Context: an optimization exercise on an open-source flow, tuned for small area. The choices shown serve that exercise and are no tape-out recipe.
RTL that was checked went through simulation tests only; none was proved equivalent to the original.
Power and IR drop assume default switching activity.

## channel_avg
module channel_avg #(
  parameter NCH            = 16,
  parameter OUTCH_WIDTH    = 16,
  parameter INTERNAL_WIDTH = 32,
  parameter INDATA_WIDTH   = 256,
  parameter OUTDATA_WIDTH  = 256
) (
  input                          RESET,
  input                          CLK,
  input      [7:0]               CONFIG,
  input                          TRIG,
  input      [INDATA_WIDTH-1:0]  INDATA_Q,
  output reg                     OUTVALID,
  output     [OUTDATA_WIDTH-1:0] OUTDATA_Q
);
Settings: LEC_CHECK=0, CAP_MARGIN=20, CORE_MARGIN=2, CORE_UTILIZATION=70, CTS_BUF_LIST=sky130_fd_sc_hd__clkbuf_4, CTS_CLUSTER_DIAMETER=40, CTS_CLUSTER_SIZE=8, PLACE_DENSITY=0.85, SLEW_MARGIN=20, SYNTH_HIERARCHICAL=1; clock period 10.0 ns.
standard.sh (not shown) runs the stock make flow with config.mk's settings and CLKGATE_MAP_FILE= SYNTH_SCRIPT=/design/flow/synth_recipe.tcl, a recipe that flattens the netlist after the stock synthesis.
==> flow/flow/run.sh <==
#!/bin/bash
set -e
cp standard.sh standard_sh.copy.log
export BUFFER_PORTS_ARGS="-buffer_cell sky130_fd_sc_hd__buf_1"
bash standard.sh > standard.log 2>&1
Rerun with:
CORE_UTILIZATION = 40   (was 70)
CTS_CLUSTER_DIAMETER = 60   (was 40)
CTS_CLUSTER_SIZE = 10   (was 8)
PLACE_DENSITY = 0.6   (was 0.85)
Setup slack improves by 210 ps.
Register-to-register slack improves by 180 ps.
Utilization falls by 34 points.
Total power falls by 4.0%.
Rerun with:
CORE_UTILIZATION = 60   (was 40)
CTS_CLUSTER_DIAMETER = 50   (was 60)
CTS_CLUSTER_SIZE = 8   (was 10)
PLACE_DENSITY = 0.75   (was 0.6)
The changed run finished with timing, DRC and antenna clean.
Routed wire length drops by about 6%.
Hold slack improved by 27 ps.
First-iteration DRC count climbs by 22%.
Via count climbs by about 2.3%.
Design area drops by 1.1%.
Area after synthesis stays the same.
Utilization climbs by 23 points.
Count of clock-buffer cells in the layout climbs by 11.
Sequential power barely changes.
Rerun with:
CORE_UTILIZATION = 40   (was 60)
PLACE_DENSITY = 0.6   (was 0.75)
Result: Core utilization fell by 22 points; total power rose by 2.1%; sequential power is about the same; die area rose by 49%; non-clock buffer count does not change; wire length rose by 6.0%; final cell count rose by 8.3%; worst setup slack is better by 120 ps; design area rose by 1.8%; via count fell by 1.5%.
Function was not checked in any run of this note: the RTL went through the layout flow alone.

west:
The RTL this note starts from:
==> flow/design.v <==
`timescale 1ns / 1ps
module channel_avg #(
  parameter NCH            = 16,
  parameter OUTCH_WIDTH    = 16,
  parameter INTERNAL_WIDTH = 32,
  parameter INDATA_WIDTH   = 256,
  parameter OUTDATA_WIDTH  = 256
) (
  input                          RESET,
  input                          CLK,
  input      [7:0]               CONFIG,
  input                          TRIG,
  input      [INDATA_WIDTH-1:0]  INDATA_Q,
  output reg                     OUTVALID,
  output     [OUTDATA_WIDTH-1:0] OUTDATA_Q
);
  localparam AW = 31;
  localparam TB = 18;
  reg trig_prev;
  reg trig_prev1;
  reg trig_prev2;
  wire trig_synced = (trig_prev2 == 1'b0) && (trig_prev1 == 1'b1);
  wire [3:0] avg_n = CONFIG[3:0];
  reg [3:0] sh, sh_n;
  always @(posedge CLK) begin
    sh   <= avg_n;
    sh_n <= ~avg_n;
  end
  reg  [15:0] j;
  wire [15:0] j_now = trig_synced ? ({12'd0, CONFIG[7:4]} + 16'd1) : j;
  wire        wrap  = j_now[avg_n];
  wire [15:0] j_nxt = wrap ? 16'd1 : j_now + 16'd1;
  wire trig_synced_nxt = trig_prev & ~trig_prev1;
  wire load_nxt = trig_synced_nxt ? (CONFIG[7:4] == 4'd0) : (j_nxt == 16'd1);
  reg  load;
  genvar g, b;
  generate
    for (g = 0; g < NCH; g = g + 1) begin : ch
      wire [15:0]   x = INDATA_Q[16*g +: 16];
      wire          sg = x[15];
      reg  [AW-1:0] acc;
      wire [AW-1:0] a = acc & {AW{~load}};
      wire [AW-1:0] s;
      wire [TB:0]   c;
      assign c[0] = 1'b0;
      for (b = 0; b < TB; b = b + 1) begin : lo
        wire xb = (b < 16) ? x[b] : sg;
        assign s[b]   = a[b] ^ xb ^ c[b];
        assign c[b+1] = (a[b] & xb) | (c[b] & (a[b] ^ xb));
      end
      wire          e = c[TB] ^ sg;
      wire [AW:TB]  p;
      assign p[TB] = 1'b1;
      for (b = TB; b < AW; b = b + 1) begin : hi
        ca_hbit u (.a(a[b]), .sg(sg), .e(e), .p_in(p[b]), .s(s[b]), .p_out(p[b+1]));
      end
      always @(posedge CLK) acc <= s;
      wire [22:0] u3;
      wire [18:0] u2;
      wire [16:0] u1;
      wire [15:0] u0;
      for (b = 0; b < 23; b = b + 1) begin : m3
        ca_sel u (.sn(sh_n[3]), .hi(acc[b+8]), .s(sh[3]), .lo(acc[b]), .y(u3[b]));
      end
      for (b = 0; b < 19; b = b + 1) begin : m2
        ca_sel u (.sn(sh_n[2]), .hi(u3[b+4]), .s(sh[2]), .lo(u3[b]), .y(u2[b]));
      end
      for (b = 0; b < 17; b = b + 1) begin : m1
        ca_sel u (.sn(sh_n[1]), .hi(u2[b+2]), .s(sh[1]), .lo(u2[b]), .y(u1[b]));
      end
      for (b = 0; b < 16; b = b + 1) begin : m0
        ca_sel u (.sn(sh_n[0]), .hi(u1[b+1]), .s(sh[0]), .lo(u1[b]), .y(u0[b]));
      end
      assign OUTDATA_Q[OUTCH_WIDTH*g +: OUTCH_WIDTH] = u0;
    end
  endgenerate
  always @(posedge CLK or posedge RESET) begin
    if (RESET) begin
      trig_prev  <= 1'b0;
      trig_prev1 <= 1'b0;
      trig_prev2 <= 1'b0;
    end else begin
      trig_prev  <= TRIG;
      trig_prev1 <= trig_prev;
      trig_prev2 <= trig_prev1;
    end
  end
  always @(posedge CLK or posedge RESET) begin
    if (RESET) begin
      OUTVALID <= 1'b0;
      j        <= 16'd0;
      load     <= 1'b0;
    end else begin
      OUTVALID <= wrap;
      j        <= j_nxt;
      load     <= load_nxt;
    end
  end
endmodule
module ca_hbit (input a, input sg, input e, input p_in, output s, output p_out);
  assign p_out = p_in & (a ^ sg);
  assign s     = a ^ (e & p_in);
endmodule
module ca_sel (input sn, input hi, input s, input lo, output y);
  assign y = ~((sn | hi) & (s | lo));
endmodule
clock: 10.0 ns
lec_check: 0
cap_margin: 20
core_margin: 2
core_utilization: 40
place_density: 0.6
slew_margin: 20
synth_hierarchical: 1
Scripts as last shown in full above: flow/flow/run.sh
What north does differently from west at the input level:
==> flow/run.sh (new file) <==
#!/bin/bash
# synth_recipe.tcl (not shown) runs the flow's synth.tcl, then flattens the netlist and writes it again
# the make line also repeats each setting of config.mk as NAME=value (left out here)
make -C /OpenROAD-flow-scripts/flow DESIGN_CONFIG=/design/flow/config.mk WORK_HOME=/design/flow/orfs CLKGATE_MAP_FILE= SYNTH_SCRIPT=/design/flow/synth_recipe.tcl finish
removed: flow/flow/run.sh
removed: flow/standard.sh
- From west to north the numbers moved as follows: arrival time at the worst endpoint rose by 0.07 ns, detailed-route wire length on metal 1 rose by 0.69%.
- Cell area power density down 14 nW/um2 in north wrt west
- In the tables for west and north, worst-case headroom to the max-slew limit reads lower with west.
- As of north, internal cell power had risen by a few percent compared to west.
- Comparing the two runs side by side, north comes out behind west on detailed-route wire length.
- Compared with west, north shows a pre-CTS setup slack that is 0.35 ns lower.

-- afterwards: timing with drivers on the ports --
No port has a modelled driver above. Below, the same layouts with a new extraction and two added sets of constraints. Step 1 sets driving cells, clkbuf_16 on the clock port and buf_2 on the other inputs (assumed; they add their load-dependent delay and slew). Step 2 also shifts input and output timing later by t, the mid clock arrival at the registers, as if the neighbouring blocks saw the same clock. Three values: no drivers, after step 1, after step 2; two values: the first two.
run | t, ns | setup slack, ns | worst setup path at the end | clock arrival spread, ns | slew at the worst register clock pin (ns)
the first run of note 1 | 0.933 | 0.838 / 0.866 / -0.068 | input to register | 0.045 / 0.045 | 0.11 / 0.11
the second run of note 1 | 0.916 | 1.052 / 1.052 / 0.182 | input to register | 0.095 / 0.095 | 0.12 / 0.12
the third run of note 1 | 0.899 | 0.872 / 0.908 / 0.009 | input to register | 0.055 / 0.055 | 0.11 / 0.11
the fourth run of note 1 | 0.906 | 0.991 / 1.032 / 0.126 | input to register | 0.125 / 0.125 | 0.11 / 0.11
west | 0.655 | 0.341 / 0.372 / -0.283 | input to register | 0.021 / 0.021 | 0.06 / 0.06
north | 0.661 | 0.265 / 0.282 / -0.379 | input to register | 0.039 / 0.039 | 0.06 / 0.06
With both steps, setup timing fails in the first run of note 1, west and north, where it was met with ideal ports. For the first run of note 1, which loses most, drivers alone change the setup slack by +0.028 ns; drivers and shift together by -0.906 ns.
